Context: an optimization exercise on an open-source flow, tuned for small area. The choices shown serve that exercise and are no tape-out recipe. Function was checked by simulation only, so behaviour that the tests miss may differ from the original. Power figures rest on the tool's default switching activity, not on a simulated workload.

File: flow/constraint.sdc
create_clock -name core_clock -period 10.0 [get_ports {clk}]
set_input_delay 2.0000 -clock core_clock [delete_from_list [all_inputs] [get_ports {clk}]]
set_output_delay 2.0000 -clock core_clock [all_outputs]
set_load 0.01 [all_outputs]
File: flow/design.v
module Projeto_lcd
(
	clk,	reset, enter, cima, esquerda, switch1,
	enable, rs, rw,
	data, on
);
	input clk, enter, reset, cima, esquerda, switch1;
	output reg enable, rs, on;
	output rw;
	output reg [7:0] data;
	assign rw = 1'b0;
	wire up = ~cima & ~switch1;
	wire dn = ~cima &  switch1;
	wire rt = ~esquerda &  switch1;
	wire lf = ~esquerda & ~switch1;
	wire key = ~cima | ~esquerda;
	reg [3:0] dv;
	wire tick = (dv == 4'd4);
	always @(posedge clk or negedge reset)
		if (!reset) dv <= 4'd0;
		else dv <= (dv == 4'd9) ? 4'd0 : dv + 4'd1;
	reg P;
	reg [6:0] st;
	reg [2:0] j;       
	reg [3:0] cur;     
	localparam PON = 7'd0;
	localparam M1 = 7'd32;
	localparam M2A = 7'd99;
	localparam M2B = 7'd100;
	localparam POS = 7'd101;
	localparam INC = 7'd102;
	localparam DEC = 7'd103;
	localparam HOLD = 7'd104;
	localparam A0 = 7'd1;
	localparam B0 = 7'd33;
	localparam U0 = 7'd54;
	localparam V0 = 7'd57;
	localparam C0 = 7'd60;
	localparam D0 = 7'd85;
	wire editing = (st == POS) | (st == INC) | (st == DEC);
	wire pend = ~P & ((st == INC) | (st == DEC));
	reg [3:0] nv;
	always @* begin
		if (st == DEC) nv = (cur == 4'd0) ? 4'd9 : cur - 4'd1;
		else nv = ((cur == 4'd9) | ((j == 3'd0) & cur[0])) ? 4'd0 : cur + 4'd1;
	end
	reg [31:0] ring;
	reg [2:0] rc;
	wire hit = (rc == j);
	wire [3:0] hin = ~editing ? {3'b000, rc == 3'd7} : (hit & pend) ? nv : ring[3:0];
	always @(posedge clk) begin
		ring <= {hin, ring[31:4]};
		if (hit & ~pend) cur <= ring[3:0];
	end
	always @(posedge clk or negedge reset)
		if (!reset) rc <= 3'd0;
		else rc <= rc + 3'd1;
	reg t_rs; reg [7:0] t_d; reg t_sil;
	reg [6:0] t_nx;
	always @* begin
		t_rs = 1'b0; t_d = 8'h80; t_sil = 1'b0; t_nx = st + 7'd1;
		case (st)
		7'd1: begin t_rs = 1'b0; t_d = 8'h38; end
		7'd2: begin t_rs = 1'b0; t_d = 8'h38; end
		7'd3: begin t_rs = 1'b0; t_d = 8'h38; end
		7'd4: begin t_rs = 1'b0; t_d = 8'h38; end
		7'd5: begin t_rs = 1'b0; t_d = 8'h08; end
		7'd6: begin t_rs = 1'b0; t_d = 8'h01; end
		7'd7: begin t_rs = 1'b0; t_d = 8'h0C; end
		7'd8: begin t_rs = 1'b0; t_d = 8'h06; end
		7'd9: begin t_rs = 1'b1; t_d = 8'h54; end
		7'd10: begin t_rs = 1'b1; t_d = 8'h69; end
		7'd11: begin t_rs = 1'b1; t_d = 8'h70; end
		7'd12: begin t_rs = 1'b1; t_d = 8'h6F; end
		7'd13: begin t_rs = 1'b1; t_d = 8'h20; end
		7'd14: begin t_rs = 1'b1; t_d = 8'h64; end
		7'd15: begin t_rs = 1'b1; t_d = 8'h65; end
		7'd16: begin t_rs = 1'b1; t_d = 8'h20; end
		7'd17: begin t_rs = 1'b1; t_d = 8'h6F; end
		7'd18: begin t_rs = 1'b1; t_d = 8'h6E; end
		7'd19: begin t_rs = 1'b1; t_d = 8'h64; end
		7'd20: begin t_rs = 1'b1; t_d = 8'h61; end
		7'd21: begin t_rs = 1'b1; t_d = 8'h3A; end
		7'd22: begin t_rs = 1'b0; t_d = 8'hC0; end
		7'd23: begin t_rs = 1'b1; t_d = 8'h3E; end
		7'd24: begin t_rs = 1'b1; t_d = 8'h51; end
		7'd25: begin t_rs = 1'b1; t_d = 8'h75; end
		7'd26: begin t_rs = 1'b1; t_d = 8'h61; end
		7'd27: begin t_rs = 1'b1; t_d = 8'h64; end
		7'd28: begin t_rs = 1'b1; t_d = 8'h72; end
		7'd29: begin t_rs = 1'b1; t_d = 8'h61; end
		7'd30: begin t_rs = 1'b1; t_d = 8'h64; end
		7'd31: begin t_rs = 1'b1; t_d = 8'h61; t_nx = M1; end
		7'd33: begin t_rs = 1'b0; t_d = 8'h01; end
		7'd34: begin t_rs = 1'b1; t_d = 8'h3E; end
		7'd35: begin t_rs = 1'b1; t_d = 8'h54; end
		7'd36: begin t_rs = 1'b1; t_d = 8'h72; end
		7'd37: begin t_rs = 1'b1; t_d = 8'h69; end
		7'd38: begin t_rs = 1'b1; t_d = 8'h61; end
		7'd39: begin t_rs = 1'b1; t_d = 8'h6E; end
		7'd40: begin t_rs = 1'b1; t_d = 8'h67; end
		7'd41: begin t_rs = 1'b1; t_d = 8'h75; end
		7'd42: begin t_rs = 1'b1; t_d = 8'h6C; end
		7'd43: begin t_rs = 1'b1; t_d = 8'h61; end
		7'd44: begin t_rs = 1'b1; t_d = 8'h72; end
		7'd45: begin t_rs = 1'b0; t_d = 8'hC1; end
		7'd46: begin t_rs = 1'b1; t_d = 8'h53; end
		7'd47: begin t_rs = 1'b1; t_d = 8'h65; end
		7'd48: begin t_rs = 1'b1; t_d = 8'h6E; end
		7'd49: begin t_rs = 1'b1; t_d = 8'h6F; end
		7'd50: begin t_rs = 1'b1; t_d = 8'h69; end
		7'd51: begin t_rs = 1'b1; t_d = 8'h64; end
		7'd52: begin t_rs = 1'b1; t_d = 8'h61; end
		7'd53: begin t_rs = 1'b1; t_d = 8'h6C; t_nx = M2A; end
		7'd54: begin t_rs = 1'b1; t_d = 8'h20; end
		7'd55: begin t_rs = 1'b0; t_d = 8'h80; end
		7'd56: begin t_rs = 1'b1; t_d = 8'h3E; t_nx = M2A; end
		7'd57: begin t_rs = 1'b1; t_d = 8'h20; end
		7'd58: begin t_rs = 1'b0; t_d = 8'hC0; end
		7'd59: begin t_rs = 1'b1; t_d = 8'h3E; t_nx = M2B; end
		7'd60: begin t_rs = 1'b0; t_d = 8'h01; end
		7'd61: begin t_rs = 1'b1; t_d = 8'h46; end
		7'd62: begin t_rs = 1'b1; t_d = 8'h72; end
		7'd63: begin t_rs = 1'b1; t_d = 8'h65; end
		7'd64: begin t_rs = 1'b1; t_d = 8'h71; end
		7'd65: begin t_rs = 1'b1; t_d = 8'h75; end
		7'd66: begin t_rs = 1'b1; t_d = 8'h65; end
		7'd67: begin t_rs = 1'b1; t_d = 8'h6E; end
		7'd68: begin t_rs = 1'b1; t_d = 8'h63; end
		7'd69: begin t_rs = 1'b1; t_d = 8'h69; end
		7'd70: begin t_rs = 1'b1; t_d = 8'h61; end
		7'd71: begin t_rs = 1'b1; t_d = 8'h3A; end
		7'd72: begin t_rs = 1'b0; t_d = 8'hC0; end
		7'd73: begin t_rs = 1'b1; t_d = 8'h30; end
		7'd74: begin t_rs = 1'b1; t_d = 8'h30; end
		7'd75: begin t_rs = 1'b1; t_d = 8'h30; end
		7'd76: begin t_rs = 1'b1; t_d = 8'h30; end
		7'd77: begin t_rs = 1'b1; t_d = 8'h30; end
		7'd78: begin t_rs = 1'b1; t_d = 8'h30; end
		7'd79: begin t_rs = 1'b1; t_d = 8'h30; end
		7'd80: begin t_sil = 1'b1; end
		7'd81: begin t_rs = 1'b1; t_d = 8'h31; end
		7'd82: begin t_rs = 1'b1; t_d = 8'h20; end
		7'd83: begin t_rs = 1'b1; t_d = 8'h48; end
		7'd84: begin t_rs = 1'b1; t_d = 8'h7A; t_nx = POS; end
		7'd85: begin t_rs = 1'b0; t_d = 8'h01; end
		7'd86: begin t_rs = 1'b1; t_d = 8'h45; end
		7'd87: begin t_rs = 1'b1; t_d = 8'h78; end
		7'd88: begin t_rs = 1'b1; t_d = 8'h65; end
		7'd89: begin t_rs = 1'b1; t_d = 8'h63; end
		7'd90: begin t_rs = 1'b1; t_d = 8'h75; end
		7'd91: begin t_rs = 1'b1; t_d = 8'h74; end
		7'd92: begin t_rs = 1'b1; t_d = 8'h61; end
		7'd93: begin t_rs = 1'b1; t_d = 8'h6E; end
		7'd94: begin t_rs = 1'b1; t_d = 8'h64; end
		7'd95: begin t_rs = 1'b1; t_d = 8'h6F; end
		7'd96: begin t_rs = 1'b1; t_d = 8'h2E; end
		7'd97: begin t_rs = 1'b1; t_d = 8'h2E; end
		7'd98: begin t_rs = 1'b1; t_d = 8'h2E; t_nx = HOLD; end
		default: ;
		endcase
	end
	always @(posedge clk or negedge reset)
		if (!reset) begin
			P <= 1'b0; st <= PON; enable <= 1'b0; rs <= 1'b0; on <= 1'b0; data <= 8'h00;
		end else if (tick) begin
			if (P) begin
				if (!key) begin P <= 1'b0; enable <= 1'b0; on <= 1'b1; end
			end else begin
				case (st)
				PON: begin P <= 1'b1; st <= A0; end
				M1: begin
					enable <= 1'b1; rs <= 1'b0; data <= 8'h80;
					if (dn) begin P <= 1'b1; st <= B0; end
					else if (!enter) begin P <= 1'b1; st <= C0; end
				end
				M2A, M2B: begin
					enable <= 1'b1; rs <= 1'b0; data <= 8'h80;
					if (up) begin P <= 1'b1; if (st == M2A) st <= 7'd6; else begin st <= U0; data <= 8'hC0; end end
					else if (dn) begin P <= 1'b1; st <= V0; end
					else if (!enter) begin P <= 1'b1; st <= C0; end
				end
				POS: begin
					enable <= 1'b1; rs <= 1'b0; data <= {5'b11000, j};
					if (rt & (j == 3'd0)) begin P <= 1'b1; end
					else if (up) begin P <= 1'b1; st <= INC; end
					else if (dn) begin P <= 1'b1; st <= (j == 3'd0) ? INC : DEC; end
					else if (rt | lf) begin P <= 1'b1; end
					else if (!enter) begin P <= 1'b1; st <= D0; end
				end
				INC, DEC: begin
					enable <= 1'b1; rs <= 1'b1; data <= {4'h3, nv}; P <= 1'b1; st <= POS;
				end
				HOLD: begin enable <= 1'b1; rs <= 1'b0; data <= 8'h80; end
				default: begin
					if (!t_sil) begin enable <= 1'b1; rs <= t_rs; data <= t_d; end
					P <= 1'b1; st <= t_nx;
				end
				endcase
			end
		end
	always @(posedge clk)
		if (!editing) j <= 3'd0;
		else if (tick & ~P & (st == POS)) begin
			if (rt & ((j == 3'd0) | ~(up | dn))) j <= j + 3'd1;
			else if (lf & ~(up | dn)) j <= j - 3'd1;
		end
endmodule
File: flow/run.sh
#!/bin/bash
# synth_recipe.tcl (not shown) runs the flow's synth.tcl, then flattens the netlist and writes it again
# the make line also repeats each setting of config.mk as NAME=value (left out here)
make -C /OpenROAD-flow-scripts/flow DESIGN_CONFIG=/design/flow/config.mk WORK_HOME=/design/flow/orfs CLKGATE_MAP_FILE= SYNTH_SCRIPT=/design/flow/synth_recipe.tcl finish
File: flow/config.mk
export PLATFORM = sky130hd
export DESIGN_NAME = Projeto_lcd
export DESIGN_NICKNAME = Projeto_lcd
export VERILOG_FILES = /design/flow/design.v
export SDC_FILE = /design/flow/constraint.sdc
export NUM_CORES = 4
export LEC_CHECK = 0
export ABC_AREA = 1
export CAP_MARGIN = 20
export CORE_MARGIN = 2
export CORE_UTILIZATION = 40
export SLEW_MARGIN = 20
==> results of run 1 <==
-- worst paths after layout --
kind                       slack, ps  cells after the start      end  startpoint
setup / recovery                6450                      9     j[2]     switch1
hold / removal                   320                      0  ring[7]    ring[11]
setup reg to reg                7350                      9    st[6]       st[3]
hold reg to reg                  320                      0  ring[7]    ring[11]
max in group asynchronous       7700                      2  data[5]       reset
min in group asynchronous       2010                      2    dv[0]       reset
-- cell type report --
| class | instances | share of cell area |
|---|---|---|
| Multi-Input combinational cell | 513 | 0.526 |
| Sequential cell | 65 | 0.302 |
| Inverter | 81 | 0.0640 |
| Tap cell | 140 | 0.0360 |
| Timing Repair Buffer | 17 | 0.0345 |
| Clock buffer | 10 | 0.0283 |
| Clock inverter | 6 | 0.00849 |
-- registers in the layout, indices dropped and copies added (netlist names) --
register  count
ring         32
data          8
st            7
cur           4
dv            4
j             3
rc            3
P             1
enable        1
on            1
rs            1
-- metrics by stage --
| stage | util | cell area [sq um] | worst slack, ps |
|---|---|---|---|
| floorplan | - | 4420 | 6580 |
| global placement | 0.434 | 4690 | 6100 |
| detailed placement | 0.434 | 4690 | 6080 |
| CTS | 0.451 | 4870 | 6470 |
| global route | 0.451 | 4870 | 6300 |
| finish | 0.451 | 4870 | 6450 |
-- synth_stat cells (8+ instances only) --
| library cell | n | area [sq um] |
|---|---|---|
| inv_2 | 9 | 33.8 |
| o21ai_0 | 34 | 170 |
| dfrtp_1 | 26 | 651 |
| or2_2 | 8 | 50.1 |
| a21oi_1 | 24 | 120 |
| nand3_2 | 14 | 140 |
| ha_1 | 9 | 113 |
| nand3_1 | 39 | 195 |
| dfxtp_1 | 35 | 701 |
| nor2_1 | 157 | 589 |
| inv_1 | 69 | 259 |
| nand2_1 | 148 | 556 |
-- placed cells by master (no fill, tap or decap), types with 4 or more instances in the layout --
master             n
inv_1             69
o21ai_1            6
xor2_1             6
edfxtp_1           4
dfrtp_1           26
or2_2              8
inv_4              4
inv_2              9
a21oi_1           24
nand2_1          148
nor3_1             7
o21ai_0           34
nand3_1           39
nor2_4             4
o22ai_1            6
ha_1               9
clkdlybuf4s50_1   16
nand4_1            4
clkbuf_8          10
nand3_2           14
xnor2_1            4
nor2_2             4
dfxtp_1           35
nand3b_1           7
nor2_1           157
-- where the power goes --
group          internal [W]  switching (W)
combinational     0.0000943       0.000178
sequential         0.000279      0.0000258
clock             0.0000971       0.000109
-- cells by family after synthesis --
kind of cell,count (synthesis)
xor+xnor,10
simple gates,405
flops,65
buf+inv,91
compound gates,86
mux,1
fa+ha+maj,10
other cells,1
-- metal layers --
metal | GRT usage | wire length [um] | part of all wire
met2 | 0.380 | 5950 | 0.43
met1 | 0.328 | 6340 | 0.46
met4 | 0.130 | 664 | 0.048
met3 | 0.0418 | 749 | 0.055
met5 | 0 | 0 | 0
-- worst reg2reg max path: stages, from the launching register on --
cell	delay, ps
dfrtp_1	710
inv_2	210
nand3_1	360
nand2_1	120
nand2_2	190
inv_2	130
nor2_4	220
nand3_2	210
nor4_1	270
o22ai_1	110
==> impl_metrics.csv, run 1 <==
group,metric,value,unit
cts,cts_resized,0,
route,drt_wl_total,13700,um
critical_path,crit_type,"in -> reg",
final_layout,nets,703,
placed_design,hpwl,10500,um
grt,grt_max_degree,27,
timing,tightest_slew,619,ps
hold_path,hold_class,"reg -> reg",
cts,root_buffer,"clkbuf_8",
critical_path,critical_path_buf_inv_count,2,
route,drt_iter0_drc,361,
final_layout,regArea,1470,sq um
cts,cts_hold_buf,0,
grt,grt_util_all_layers,0.246,
placed_design,port_buffers,16,
grt,antenna_found_initial,0,
logic_synthesis,synthCells,669,
route,vias,4452,
logic_synthesis,yosysWarnings,1,
timing,grt_setup_unrepaired,"no",
timing,fin_tns_setup,0,ps
timing,whs,324,ps
critical_path,cp.arrival,3810,ps
cts,worstSkewPairLatency,350,ps
grt,grt-ovfl-total,0,
cts,cts_tree,"built",
logic_synthesis,synth_top_family_by_area,"simple AND/OR/NAND/NOR gates",
timing,fin_crit_sh,0.355,
cts,post_cts_buffers,0,
timing,drv_slew,0,
floorplanning,start_util,0.409,
logic_synthesis,ys_types,49,
critical_path,setup.worst_path.start_class,"input port",
logic_synthesis,syn_avg_cell_area,6.60,sq um
route,viasPerCell,5.35,
critical_path,crit_slowest_cell,"clkdlybuf4s50_1",
critical_path,critical_path_peak_fanout,3,
floorplanning,core-area,10800,sq um
placed_design,place_congestion,1.00,
logic_synthesis,synth_xor_area_frac,0.0198,
route,post-route-drc-count,0,
logic_synthesis,async_flop_share,0.400,
placed_design,placed_cells,816,
cts,clk_pin_slew,80,ps
route,first_pass_iters,5,
floorplanning,die_h,109,um
pwr,leakagePower,2.49,nW
grt,grt_pass1_wl,22100,um
timing,setup_viol,0,
logic_synthesis,synthMuxAreaShare,0.00227,
logic_synthesis,synthesis.nets,685,
route,wl_per_cell,16.5,um
logic_synthesis,synth-edff-count,4,
floorplanning,rows,38,
floorplanning,dieArea,11900,sq um
logic_synthesis,synthAdderAreaFrac,0.0300,
timing,finalHoldViolations,0,
grt,grt_pass1_vias,4333,
logic_synthesis,synth_simple_gate_area_frac,0.417,
pwr,vdd_ir_drop_max,118,uV
floorplanning,dieWidth,109,um
final_layout,n_antenna_cell,0,
final_layout,stdcell_count,832,
final_layout,fill_cells,1105,
logic_synthesis,seq_area_frac_synth,0.333,
timing,fin_worst_skew,11.9,ps
status,status,"timing/DRC/antenna clean",
timing,fin_crit,3550,ps
timing,max_slew_margin,0.587,
cts,cts.sinks,65,
route,antenna_left,0,
logic_synthesis,synth_compound_area_frac,0.110,
critical_path,slowest_delay,480,ps
timing,fmax,0.282,GHz
critical_path,crit_required,10260,ps
pwr,power_density,161,nW/um^2
cts,numCtsBuffers,9,
final_layout,synthToLayoutAreaGrowth,10.1,%
logic_synthesis,synth_seq_cells,65,
cts,h-tree-depth,3,
job,drv_cap,0,
critical_path,cp-end-kind,"flip-flop",
logic_synthesis,synthesis.area,4420,sq um
final_layout,drive_above_1_share,0.0997,
pwr,power,0.000783,W
cts,cts_buffer_depth,2,
logic_synthesis,synth-main-ff-cell,"dfxtp_1",
final_layout,multi_input_area,2560,sq um
critical_path,path_cells,"clkdlybuf4s50_1, inv_1, nor2_1, o21ai_0, fa_1, or2_2, nand3_1, a21oi_1, o21a_1",
floorplanning,ioPinCount,18,
critical_path,cp_top_family,"buffers and inverters",
==> run 2: changes to the inputs <==
==> flow/flow/run.sh (new file) <==
#!/bin/bash
# Own layout flow: the standard synthesis, then the combinational logic between the
# standard synthesis's registers re-optimised for area with ABC (registers, their names
# and cell types untouched, checked equivalent with Yosys), then the standard ORFS
# layout steps with smaller port buffers and a clock tree without dummy loads.
set -uo pipefail
W=$(pwd)
F=$W/flow
R=$W/orfs/results/sky130hd/Projeto_lcd/base
LIB=$FLOW_HOME/platforms/sky130hd/lib/sky130_fd_sc_hd__tt_025C_1v80.lib
YOSYS=$(command -v yosys || echo $FLOW_HOME/../tools/install/yosys/bin/yosys)

# 1. standard synthesis
bash standard.sh synth > $W/log_1_synth_std.txt 2>&1 || exit 1
cp $R/1_2_yosys.v $W/std_1_2_yosys.v

# 2. re-optimise the combinational logic
cat > $W/resyn.ys <<EOY
read_liberty -ignore_miss_func $LIB
read_verilog $W/std_1_2_yosys.v
hierarchy -top Projeto_lcd
setattr -mod -set keep_hierarchy 1 sky130_fd_sc_hd__dfrtp_1 sky130_fd_sc_hd__dfxtp_1 sky130_fd_sc_hd__edfxtp_1 sky130_fd_sc_hd__conb_1 sky130_fd_sc_hd__dfstp_1 sky130_fd_sc_hd__dfrtn_1 sky130_fd_sc_hd__dfbbn_1 sky130_fd_sc_hd__dfsbp_1 sky130_fd_sc_hd__dfrbp_1 sky130_fd_sc_hd__dfxbp_1
flatten
rename -hide w:*.*
opt -purge
abc -liberty $LIB $(cat $F/dontuse.txt) -script $F/resyn.abc
opt_clean -purge
stat -liberty $LIB
select Projeto_lcd
write_verilog -noattr -selected $W/resyn_1_2_yosys.v
EOY
cat > $W/equiv.ys <<EOY
read_liberty -ignore_miss_func $LIB
read_verilog $W/std_1_2_yosys.v
rename Projeto_lcd gold
read_verilog $W/resyn_1_2_yosys.v
rename Projeto_lcd gate
hierarchy -check
flatten
async2sync
opt_clean
equiv_make gold gate equiv
hierarchy -top equiv
equiv_simple -seq 2
equiv_induct -seq 2
equiv_status -assert
EOY
ok=0
if (cd $W && timeout 1200 $YOSYS -l $W/log_2_resyn.txt -q $W/resyn.ys > /dev/null 2>&1); then
  if (cd $W && timeout 1200 $YOSYS -l $W/log_3_equiv.txt -q $W/equiv.ys > /dev/null 2>&1); then
    # same register instances as the standard synthesis
    grep -oE '^\s*sky130_fd_sc_hd__(df|edf|sdf|dl)[a-z0-9_]* \S+' $W/std_1_2_yosys.v | awk '{print $1,$2}' | sort > $W/regs_std.txt
    grep -oE '^\s*sky130_fd_sc_hd__(df|edf|sdf|dl)[a-z0-9_]* \S+' $W/resyn_1_2_yosys.v | awk '{print $1,$2}' | sort > $W/regs_resyn.txt
    if cmp -s $W/regs_std.txt $W/regs_resyn.txt; then ok=1; fi
  fi
fi
echo "resynthesis used: $ok" > $W/log_resyn_status.txt
if [[ $ok == 1 ]]; then
  cp $W/resyn_1_2_yosys.v $R/1_2_yosys.v
  rm -f $R/1_synth.odb $R/1_synth.sdc
  bash standard.sh synth > $W/log_4_synth_odb.txt 2>&1 || exit 1
fi

# 3. layout
export BUFFER_PORTS_ARGS="-buffer_cell sky130_fd_sc_hd__buf_1"
export CTS_ARGS="-sink_clustering_enable -repair_clock_nets -dont_use_dummy_load"
bash standard.sh > $W/log_5_layout.txt 2>&1 || exit 1
==> flow/flow/dontuse.txt (new file) <==
-dont_use sky130_fd_sc_hd__lpflow_bleeder_1 -dont_use sky130_fd_sc_hd__lpflow_clkbufkapwr_1 -dont_use sky130_fd_sc_hd__lpflow_clkbufkapwr_16 -dont_use sky130_fd_sc_hd__lpflow_clkbufkapwr_2 -dont_use sky130_fd_sc_hd__lpflow_clkbufkapwr_4 -dont_use sky130_fd_sc_hd__lpflow_clkbufkapwr_8 -dont_use sky130_fd_sc_hd__lpflow_clkinvkapwr_1 -dont_use sky130_fd_sc_hd__lpflow_clkinvkapwr_16 -dont_use sky130_fd_sc_hd__lpflow_clkinvkapwr_2 -dont_use sky130_fd_sc_hd__lpflow_clkinvkapwr_4 -dont_use sky130_fd_sc_hd__lpflow_clkinvkapwr_8 -dont_use sky130_fd_sc_hd__lpflow_decapkapwr_12 -dont_use sky130_fd_sc_hd__lpflow_decapkapwr_3 -dont_use sky130_fd_sc_hd__lpflow_decapkapwr_4 -dont_use sky130_fd_sc_hd__lpflow_decapkapwr_6 -dont_use sky130_fd_sc_hd__lpflow_decapkapwr_8 -dont_use sky130_fd_sc_hd__lpflow_inputiso0n_1 -dont_use sky130_fd_sc_hd__lpflow_inputiso0p_1 -dont_use sky130_fd_sc_hd__lpflow_inputiso1n_1 -dont_use sky130_fd_sc_hd__lpflow_inputiso1p_1 -dont_use sky130_fd_sc_hd__lpflow_inputisolatch_1 -dont_use sky130_fd_sc_hd__lpflow_isobufsrc_1 -dont_use sky130_fd_sc_hd__lpflow_isobufsrc_16 -dont_use sky130_fd_sc_hd__lpflow_isobufsrc_2 -dont_use sky130_fd_sc_hd__lpflow_isobufsrc_4 -dont_use sky130_fd_sc_hd__lpflow_isobufsrc_8 -dont_use sky130_fd_sc_hd__lpflow_isobufsrckapwr_16 -dont_use sky130_fd_sc_hd__lpflow_lsbuf_lh_hl_isowell_tap_1 -dont_use sky130_fd_sc_hd__lpflow_lsbuf_lh_hl_isowell_tap_2 -dont_use sky130_fd_sc_hd__lpflow_lsbuf_lh_hl_isowell_tap_4 -dont_use sky130_fd_sc_hd__lpflow_lsbuf_lh_isowell_4 -dont_use sky130_fd_sc_hd__lpflow_lsbuf_lh_isowell_tap_1 -dont_use sky130_fd_sc_hd__lpflow_lsbuf_lh_isowell_tap_2 -dont_use sky130_fd_sc_hd__lpflow_lsbuf_lh_isowell_tap_4 -dont_use sky130_fd_sc_hd__probe_p_8 -dont_use sky130_fd_sc_hd__probec_p_8 
==> flow/flow/resyn.abc (new file) <==
strash; &get -n; &deepsyn -T 60; &put; balance -l; resub -K 6 -l; rewrite -l; resub -K 6 -N 2 -l; refactor -l; resub -K 8 -l; balance -l; resub -K 8 -N 2 -l; rewrite -l; resub -K 10 -l; rewrite -z -l; resub -K 10 -N 2 -l; balance -l; resub -K 12 -l; refactor -z -l; resub -K 12 -N 2 -l; rewrite -z -l; balance -l; dch -f; amap; topo
==> flow/standard.sh (new file) <==
#!/bin/bash
# synth_recipe.tcl (not shown) runs the flow's synth.tcl, then flattens the netlist and writes it again
# the make line also repeats each setting of config.mk as NAME=value (left out here)
make -C /OpenROAD-flow-scripts/flow DESIGN_CONFIG=/design/flow/config.mk WORK_HOME=/design/flow/orfs CLKGATE_MAP_FILE= SYNTH_SCRIPT=/design/flow/synth_recipe.tcl "${@:-finish}"
removed: flow/run.sh
==> impl_metrics.csv, run 2 <==
group,metric,value,unit
grt,grt-ovfl-total,0,
final_layout,fill_cells,715,
timing,fin_worst_skew,27.2,ps
timing,fin_crit,3960,ps
critical_path,critical_path_peak_fanout,18,
timing,fin_tns_setup,0,ps
grt,grt_pass1_vias,2929,
final_layout,final_cell_mix,"nor2_1, clkinv_1, dfxtp_1",
route,viasPerCell,6.10,
final_layout,reg_top3,"ring x32, data x8, st x7",
grt,grt_pass1_wl,15200,um
critical_path,cp-end-kind,"flip-flop",
pwr,vdd_ir_drop_max,97.5,uV
floorplanning,die_h,91.6,um
final_layout,nets,417,
timing,fin_crit_sh,0.396,
cts,post_cts_buffers,0,
logic_synthesis,synthesis.nets,387,
grt,antenna_found_initial,0,
cts,clk_pin_slew,80,ps
critical_path,cp.arrival,4160,ps
timing,grt_setup_unrepaired,"no",
floorplanning,core-area,7330,sq um
logic_synthesis,synthCells,381,
cts,cts_resized,0,
route,wl_per_cell,18.5,um
route,first_pass_iters,6,
cts,h-tree-depth,3,
final_layout,regArea,1470,sq um
placed_design,port_buffers,16,
logic_synthesis,yosysWarnings,1,
hold_path,min-delay-start,"ring[17]",
route,vias,3098,
route,drt_iter0_drc,418,
route,post-route-drc-count,0,
status,status,"timing/DRC/antenna clean",
critical_path,rrSetupSlack,6040,ps
critical_path,crit_required,10200,ps
logic_synthesis,syn_avg_cell_area,8.05,sq um
job,drv_cap,0,
timing,drv_slew,0,
hold_path,hold_end,"ring[13]",
final_layout,fin_area,3400,sq um
final_layout,largest_reg_flops,32,
critical_path,setup.worst_path.start_class,"flip-flop",
critical_path,r2r_cells,14,
logic_synthesis,synthesis.area,3070,sq um
critical_path,crit_type,"reg -> reg",
floorplanning,ioPinCount,18,
timing,finalHoldViolations,0,
hold_path,hold_class,"reg -> reg",
route,antenna_left,0,
cts,cts_buffer_depth,2,
placed_design,hpwl,6890,um
grt,grt_util_all_layers,0.237,
pwr,power_density,201,nW/um^2
cts,cts_tree,"built",
grt,grt_max_degree,27,
critical_path,rr_endpoint,"data[6]",
timing,setup_viol,0,
floorplanning,start_util,0.419,
timing,fin_ws,6040,ps
cts,worstSkewPairLatency,350,ps
floorplanning,rows,31,
final_layout,synthToLayoutAreaGrowth,10.8,%
final_layout,multi_input_area,1390,sq um
placed_design,pre_cts_ws,6190,ps
final_layout,n_antenna_cell,0,
hold_path,hold_path_depth,0,
floorplanning,dieArea,8390,sq um
final_layout,final_common_cell,"nor2_1",
final_layout,fin_util,0.464,
final_layout,largest-register,"ring",
placed_design,place_congestion,1.10,
cts,cts_hold_buf,0,
timing,whs,309,ps
floorplanning,dieWidth,91.6,um
cts,numCtsBuffers,9,
placed_design,placed_area,3270,sq um
pwr,leakagePower,1.21,nW
cts,cts.sinks,65,
route,drt_wl_total,9380,um
timing,max_slew_margin,0.526,
cts,root_buffer,"clkbuf_8",
timing,tightest_slew,704,ps
final_layout,drive_above_1_share,0.0293,
timing,fmax,0.253,GHz
critical_path,r2r-start,"st[1]",
-- run 2: metal layers --
metal,vias to the layer above,wire [um],global-route usage
met5,-,0,0
met4,0,459,0.136
met3,51,916,0.0639
met2,215,4130,0.358
met1,1413,3870,0.303
li1,1419,-,-
-- run 2: layout make-up --
type                            count  area share
Sequential cell                    65       0.433
Multi-Input combinational cell    261       0.409
Inverter                           55      0.0608
Clock buffer                        9      0.0365
Tap cell                           99      0.0365
Timing Repair Buffer               19      0.0243
-- run 2: where the power goes --
part / leakage [nW] / switching, W / internal [W]
combinational: 0.512 / 0.000140 / 0.0000633
sequential: 0.629 / 0.0000334 / 0.000282
clock: 0.0647 / 0.0000847 / 0.0000798
-- run 2: per-stage QoR --
stage | power [W] | std cells
5_1_grt | 0.000720 | 508
2_1_floorplan | 0.000444 | 381
4_1_cts | 0.000680 | 508
3_3_place_gp | 0.000524 | 499
3_5_place_dp | 0.000514 | 499
6_report | 0.000683 | 508
-- run 2: how the worst max path moves through the flow --
| stage | slack [ps] | end | from | depth (start not counted) |
|---|---|---|---|---|
| finish | 6040 | data[6] | st[1] | 14 |
| global route | 5690 | st[1] | st[2] | 15 |
| CTS | 6250 | st[5] | st[1] | 14 |
| detailed placement | 6190 | st[5] | switch1 | 9 |
| global placement | 5990 | st[1] | st[2] | 15 |
| floorplan | 6710 | st[1] | cima | 9 |
-- run 2: critical path: stages, from the launching register on --
cell	delay, ps
dfrtp_1	750
clkinv_1	390
nor2_1	270
clkinv_1	210
nand3_1	140
o21ai_0	120
o21ai_0	130
o21ai_0	150
nor2_1	170
o21ai_0	150
nor3_1	260
o2111ai_1	200
nand2b_1	200
nor4_1	540
a31oi_1	160

separate check: timing with driven ports:
No port has a modelled driver above. Below, the same layouts with a new extraction and two added sets of constraints. Step 1: set_driving_cell puts a clkbuf_16 on clk and a buf_2 on each other input, an assumption about the parent block. Step 2 times the ports against the registers' clock, not the clock port: input delays grow and output delays shrink by t, the midpoint of the rising clock arrivals with the driver on. Slacks: no drivers / after step 1 / after step 2; pairs: no drivers / after step 1.
| run | shift t [ns] | slack for setup (ns) | worst hold slack (ns) | clock arrival spread, ns |
|---|---|---|---|---|
| run 1 | 0.382 | 6.451 / 6.463 / 6.081 | 0.324 / 0.324 / 0.324 | 0.012 / 0.012 |
| run 2 | 0.367 | 6.042 / 6.042 / 6.042 | 0.309 / 0.309 / 0.309 | 0.028 / 0.028 |
After both steps setup and hold are still met in every run listed. The setup slack of run 1, which loses most, moves by +0.012 ns with the drivers and by -0.370 ns with both steps.
